Context: an optimization exercise on an open-source flow, tuned for small area and a short achievable clock period. The choices shown serve that exercise and are no tape-out recipe.
No activity file was given, so power comes from the tool's default toggle rates.

Setup of T:
==> flow/design.v <==
module sigmoid8_pla #(
    parameter WIDTH = 16,
    parameter SLICES = 8,
    parameter FP = 12
) (
    input wire clk,
    input wire rst,
    input wire signed [WIDTH - 1:0] x,
    output wire [WIDTH - 1:0] y
);
    localparam [64*13-1:0] TTAB = {13'd1181, 13'd1181, 13'd1181, 13'd1181, 13'd313, 13'd314, 13'd546, 13'd546, 13'd177, 13'd177, 13'd180, 13'd177, 13'd97, 13'd97, 13'd97, 13'd97, 13'd8189, 13'd8190, 13'd34, 13'd34, 13'd11, 13'd11, 13'd8191, 13'd11, 13'd0, 13'd0, 13'd0, 13'd0, 13'd0, 13'd0, 13'd0, 13'd0, 13'd4096, 13'd4096, 13'd4096, 13'd4096, 13'd4096, 13'd4096, 13'd4084, 13'd4096, 13'd4060, 13'd4060, 13'd4060, 13'd4060, 13'd4036, 13'd4037, 13'd3999, 13'd3999, 13'd3900, 13'd3900, 13'd3903, 13'd3900, 13'd3518, 13'd3518, 13'd3518, 13'd3518, 13'd3148, 13'd3149, 13'd2915, 13'd2915, 13'd2048, 13'd2048, 13'd2048, 13'd2048};
    reg [15:0] x_reg;
    always @(posedge clk) x_reg <= x;
    wire [9:0] r3lo = {1'b0, x_reg[8:0]} + {1'b0, x_reg[7:0], 1'b0};
    wire [4:0] r3hi = {2'b0, x_reg[11:9]} + {1'b0, x_reg[11:8]};
    reg [11:0] r_reg;
    reg [8:1] r3l_reg;
    reg [13:9] r3h_reg;
    reg        r3c_reg;
    reg [4:0]  q_reg;
    reg        z_reg;
    always @(posedge clk) begin
        r_reg   <= x_reg[11:0];
        r3l_reg <= r3lo[8:1];
        r3h_reg <= r3hi;
        r3c_reg <= r3lo[9];
        q_reg   <= x_reg[15:11];
        z_reg   <= ~|x_reg[10:0];
    end
    wire [13:0] r3 = {r3h_reg + {{(4){1'b0}}, r3c_reg}, r3l_reg, r_reg[0]};
    reg s23, s99, s369, s867, sc;
    always @(*) begin
        s23 = 1'b0; s99 = 1'b0; s369 = 1'b0; s867 = 1'b0; sc = 1'b0;
        case (q_reg)
            5'd20, 5'd21, 5'd22, 5'd9, 5'd10, 5'd11: s23 = 1'b1;
            5'd23, 5'd24, 5'd25, 5'd6, 5'd7, 5'd8: begin s99 = 1'b1; sc = 1'b1; end
            5'd26, 5'd27, 5'd28, 5'd3, 5'd4, 5'd5: s369 = 1'b1;
            5'd29, 5'd30, 5'd31, 5'd0, 5'd1, 5'd2: begin s867 = 1'b1; sc = 1'b1; end
            default: ;
        endcase
    end
    wire [12:0] tt = TTAB[{q_reg, z_reg}*13 +: 13];
    wire [11:0] nr = ~r_reg;
    wire [22:0] ta = ({23{s23}}  & {6'd0, r3, 3'd0}) |
                     ({23{s99}}  & {4'd0, r3, 5'd0}) |
                     ({23{s369}} & {2'd0, r3, 7'd0}) |
                     ({23{s867}} & {1'd0, r3, 8'd0}) |
                     {18'd0, s369, 3'b0, s23};
    wire [22:0] tb = ({23{s23}}  & {11'd0, nr}) |
                     ({23{s369}} & {7'd0, nr, 4'd0}) |
                     ({23{s867}} & {4'd0, r3, 5'd0});
    wire [22:0] tc = ({23{sc}} & {9'd0, r3}) |
                     ({23{s369}} & {11'd0, r_reg});
    wire [24:0] s1 = {2'b0, ta ^ tb ^ tc};
    wire [24:0] c1 = {1'b0, (ta & tb) | (ta & tc) | (tb & tc), 1'b0};
    wire [8:0] lo = {1'b0, s1[7:0]} + {1'b0, c1[7:0]};
    wire [16:0] u1 = s1[24:8];
    wire [16:0] u2 = c1[24:8];
    wire [16:0] u3 = {tt, {(4){1'b0}}};
    wire [16:0] us = u1 ^ u2 ^ u3;
    wire [16:0] uc = {(u1[15:0] & u2[15:0]) | (u1[15:0] & u3[15:0]) | (u2[15:0] & u3[15:0]), 1'b0};
    reg [16:0] hs_reg;
    reg [16:1] hc_reg;
    reg         lc_reg;
    always @(posedge clk) begin
        hs_reg <= us;
        hc_reg <= uc[16:1];
        lc_reg <= lo[8];
    end
    wire [16:0] ysum = hs_reg + {hc_reg, 1'b0} + {{(16){1'b0}}, lc_reg};
    reg [12:0] y_reg;
    always @(posedge clk or posedge rst) begin
        if (rst) y_reg <= 13'd0;
        else     y_reg <= ysum[16:4];
    end
    assign y = {3'b000, y_reg};
endmodule
Settings: LEC_CHECK=0, CAP_MARGIN=20, CORE_MARGIN=2, CORE_UTILIZATION=65, SETUP_SLACK_MARGIN=3.3, SLEW_MARGIN=20; clock period 5.5 ns.
standard.sh (not shown) runs the stock make flow with config.mk's settings and CLKGATE_MAP_FILE= SYNTH_SCRIPT=/design/flow/synth_recipe.tcl, a recipe that flattens the netlist after the stock synthesis.
==> flow/flow/run.sh <==
#!/bin/bash
# Own layout flow: the standard ORFS flow (standard.sh, unchanged synthesis),
# with a plain buffer on every port instead of the delay cells buffer_ports
# picks by default, and a clock tree with fewer, smaller buffers.
set -euo pipefail
export BUFFER_PORTS_ARGS="-buffer_cell ${OWN_PORT_BUF:-sky130_fd_sc_hd__buf_2}"
export CTS_ARGS="-sink_clustering_enable -repair_clock_nets -sink_clustering_size ${OWN_CTS_SIZE:-30} -sink_clustering_max_diameter ${OWN_CTS_DIAM:-80} -buf_list ${OWN_CTS_BUF:-sky130_fd_sc_hd__clkbuf_8} -dont_use_dummy_load"
bash standard.sh > standard_flow.log 2>&1
### T -> P
diff --git a/flow/design.v b/flow/design.v
--- a/flow/design.v
+++ b/flow/design.v
@@ -10,8 +10,6 @@
 );
     localparam [64*13-1:0] TTAB = {13'd1181, 13'd1181, 13'd1181, 13'd1181, 13'd313, 13'd314, 13'd546, 13'd546, 13'd177, 13'd177, 13'd180, 13'd177, 13'd97, 13'd97, 13'd97, 13'd97, 13'd8189, 13'd8190, 13'd34, 13'd34, 13'd11, 13'd11, 13'd8191, 13'd11, 13'd0, 13'd0, 13'd0, 13'd0, 13'd0, 13'd0, 13'd0, 13'd0, 13'd4096, 13'd4096, 13'd4096, 13'd4096, 13'd4096, 13'd4096, 13'd4084, 13'd4096, 13'd4060, 13'd4060, 13'd4060, 13'd4060, 13'd4036, 13'd4037, 13'd3999, 13'd3999, 13'd3900, 13'd3900, 13'd3903, 13'd3900, 13'd3518, 13'd3518, 13'd3518, 13'd3518, 13'd3148, 13'd3149, 13'd2915, 13'd2915, 13'd2048, 13'd2048, 13'd2048, 13'd2048};
-    reg [15:0] x_reg;
-    always @(posedge clk) x_reg <= x;
-    wire [9:0] r3lo = {1'b0, x_reg[8:0]} + {1'b0, x_reg[7:0], 1'b0};
-    wire [4:0] r3hi = {2'b0, x_reg[11:9]} + {1'b0, x_reg[11:8]};
+    wire [9:0] r3lo = {1'b0, x[8:0]} + {1'b0, x[7:0], 1'b0};
+    wire [4:0] r3hi = {2'b0, x[11:9]} + {1'b0, x[11:8]};
     reg [11:0] r_reg;
     reg [8:1] r3l_reg;
@@ -21,10 +19,10 @@
     reg        z_reg;
     always @(posedge clk) begin
-        r_reg   <= x_reg[11:0];
+        r_reg   <= x[11:0];
         r3l_reg <= r3lo[8:1];
         r3h_reg <= r3hi;
         r3c_reg <= r3lo[9];
-        q_reg   <= x_reg[15:11];
-        z_reg   <= ~|x_reg[10:0];
+        q_reg   <= x[15:11];
+        z_reg   <= ~|x[10:0];
     end
     wire [13:0] r3 = {r3h_reg + {{(4){1'b0}}, r3c_reg}, r3l_reg, r_reg[0]};
@@ -54,23 +52,30 @@
     wire [24:0] s1 = {2'b0, ta ^ tb ^ tc};
     wire [24:0] c1 = {1'b0, (ta & tb) | (ta & tc) | (tb & tc), 1'b0};
-    wire [8:0] lo = {1'b0, s1[7:0]} + {1'b0, c1[7:0]};
-    wire [16:0] u1 = s1[24:8];
-    wire [16:0] u2 = c1[24:8];
-    wire [16:0] u3 = {tt, {(4){1'b0}}};
-    wire [16:0] us = u1 ^ u2 ^ u3;
-    wire [16:0] uc = {(u1[15:0] & u2[15:0]) | (u1[15:0] & u3[15:0]) | (u2[15:0] & u3[15:0]), 1'b0};
-    reg [16:0] hs_reg;
-    reg [16:1] hc_reg;
-    reg         lc_reg;
+    wire [6:0] gl = {1'b0, s1[5:0]} + {1'b0, c1[5:0]};
+    wire [6:0] gh = {1'b0, s1[11:6]} + {1'b0, c1[11:6]};
+    wire ph = &(s1[11:6] ^ c1[11:6]);
+    wire [12:0] u1 = s1[24:12];
+    wire [12:0] u2 = c1[24:12];
+    wire [12:0] u3 = {tt, {(0){1'b0}}};
+    wire [12:0] us = u1 ^ u2 ^ u3;
+    wire [12:0] uc = {(u1[11:0] & u2[11:0]) | (u1[11:0] & u3[11:0]) | (u2[11:0] & u3[11:0]), 1'b0};
+    reg [12:0] hs_reg;
+    reg [12:1] hc_reg;
+    reg         gl_reg, gh_reg, ph_reg;
     always @(posedge clk) begin
         hs_reg <= us;
-        hc_reg <= uc[16:1];
-        lc_reg <= lo[8];
+        hc_reg <= uc[12:1];
+        gl_reg <= gl[6];
+        gh_reg <= gh[6];
+        ph_reg <= ph;
     end
-    wire [16:0] ysum = hs_reg + {hc_reg, 1'b0} + {{(16){1'b0}}, lc_reg};
+    wire lc = gh_reg | (ph_reg & gl_reg);
+    wire [12:0] ysum = hs_reg + {hc_reg, 1'b0} + {{(12){1'b0}}, lc};
+    reg [12:0] f_reg;
+    always @(posedge clk) f_reg <= ysum[12:0];
     reg [12:0] y_reg;
     always @(posedge clk or posedge rst) begin
         if (rst) y_reg <= 13'd0;
-        else     y_reg <= ysum[16:4];
+        else     y_reg <= f_reg;
     end
     assign y = {3'b000, y_reg};
Notes after the runs:
P finished every stage and its layout cleared the timing, DRC and antenna checks.
T and P ended up with nearly the same fraction of power spent switching nets.
P reports its timing startpoint of the critical path as r3h_reg[9] while T reports r3c_reg.
Compared to T, P shows a narrower setup margin.
Cell count of the worst reg-to-reg path: P > T
Going from T to P, global-route total usage across every layer increased by 0.50 points relative to the old numbers; met3 wire length has increased; power went down 3.1%; share of the core filled with cells in the final layout grew by 2.2 points; fraction of power consumed by combinational cells climbed 1.8 points.
[P vs T] worst hold margin: lower in P
The wire length per cell of P is higher than that of T.
Going from T to P, clock network fraction of design power saw a decrease, compound-cell area share of the yosys netlist saw an increase, die extent in x saw a decrease, met2 routed wirelength saw a decrease.
Function was not checked in any run of this note: the RTL went through the layout flow alone.

afterwards: timing with drivers on the ports:
Ports are ideal in the flow. The routed layouts listed here were re-timed in OpenROAD. Step 1 (the two cells are an assumption about what drives the block):
set clk [get_ports {clk}]
set_driving_cell -lib_cell sky130_fd_sc_hd__clkbuf_16 $clk
set_driving_cell -lib_cell sky130_fd_sc_hd__buf_2 [delete_from_list [all_inputs] $clk]
Step 2 adds t to the input delays and takes it off the output delays; t is the mean of the earliest and latest rising clock arrival at the registers after step 1. Input paths then give back, and output paths get back, about the clock's delay inside the block. Slacks: no drivers / after step 1 / after step 2; pairs: no drivers / after step 1.
| run | t, ns | slack for setup (ns) | worst register clock-pin slew, ns | worst slew at a driven data input, ns |
|---|---|---|---|---|
| T | 0.365 | 3.293 / 3.293 / 3.293 | 0.08 / 0.08 | 0.03 |
| P | 0.362 | 3.241 / 3.241 / 2.898 | 0.09 / 0.09 | 0.05 |
After both steps setup and hold are still met in every run listed. For P, which loses most, drivers alone change the setup slack by 0.000 ns; drivers and shift together by -0.343 ns.
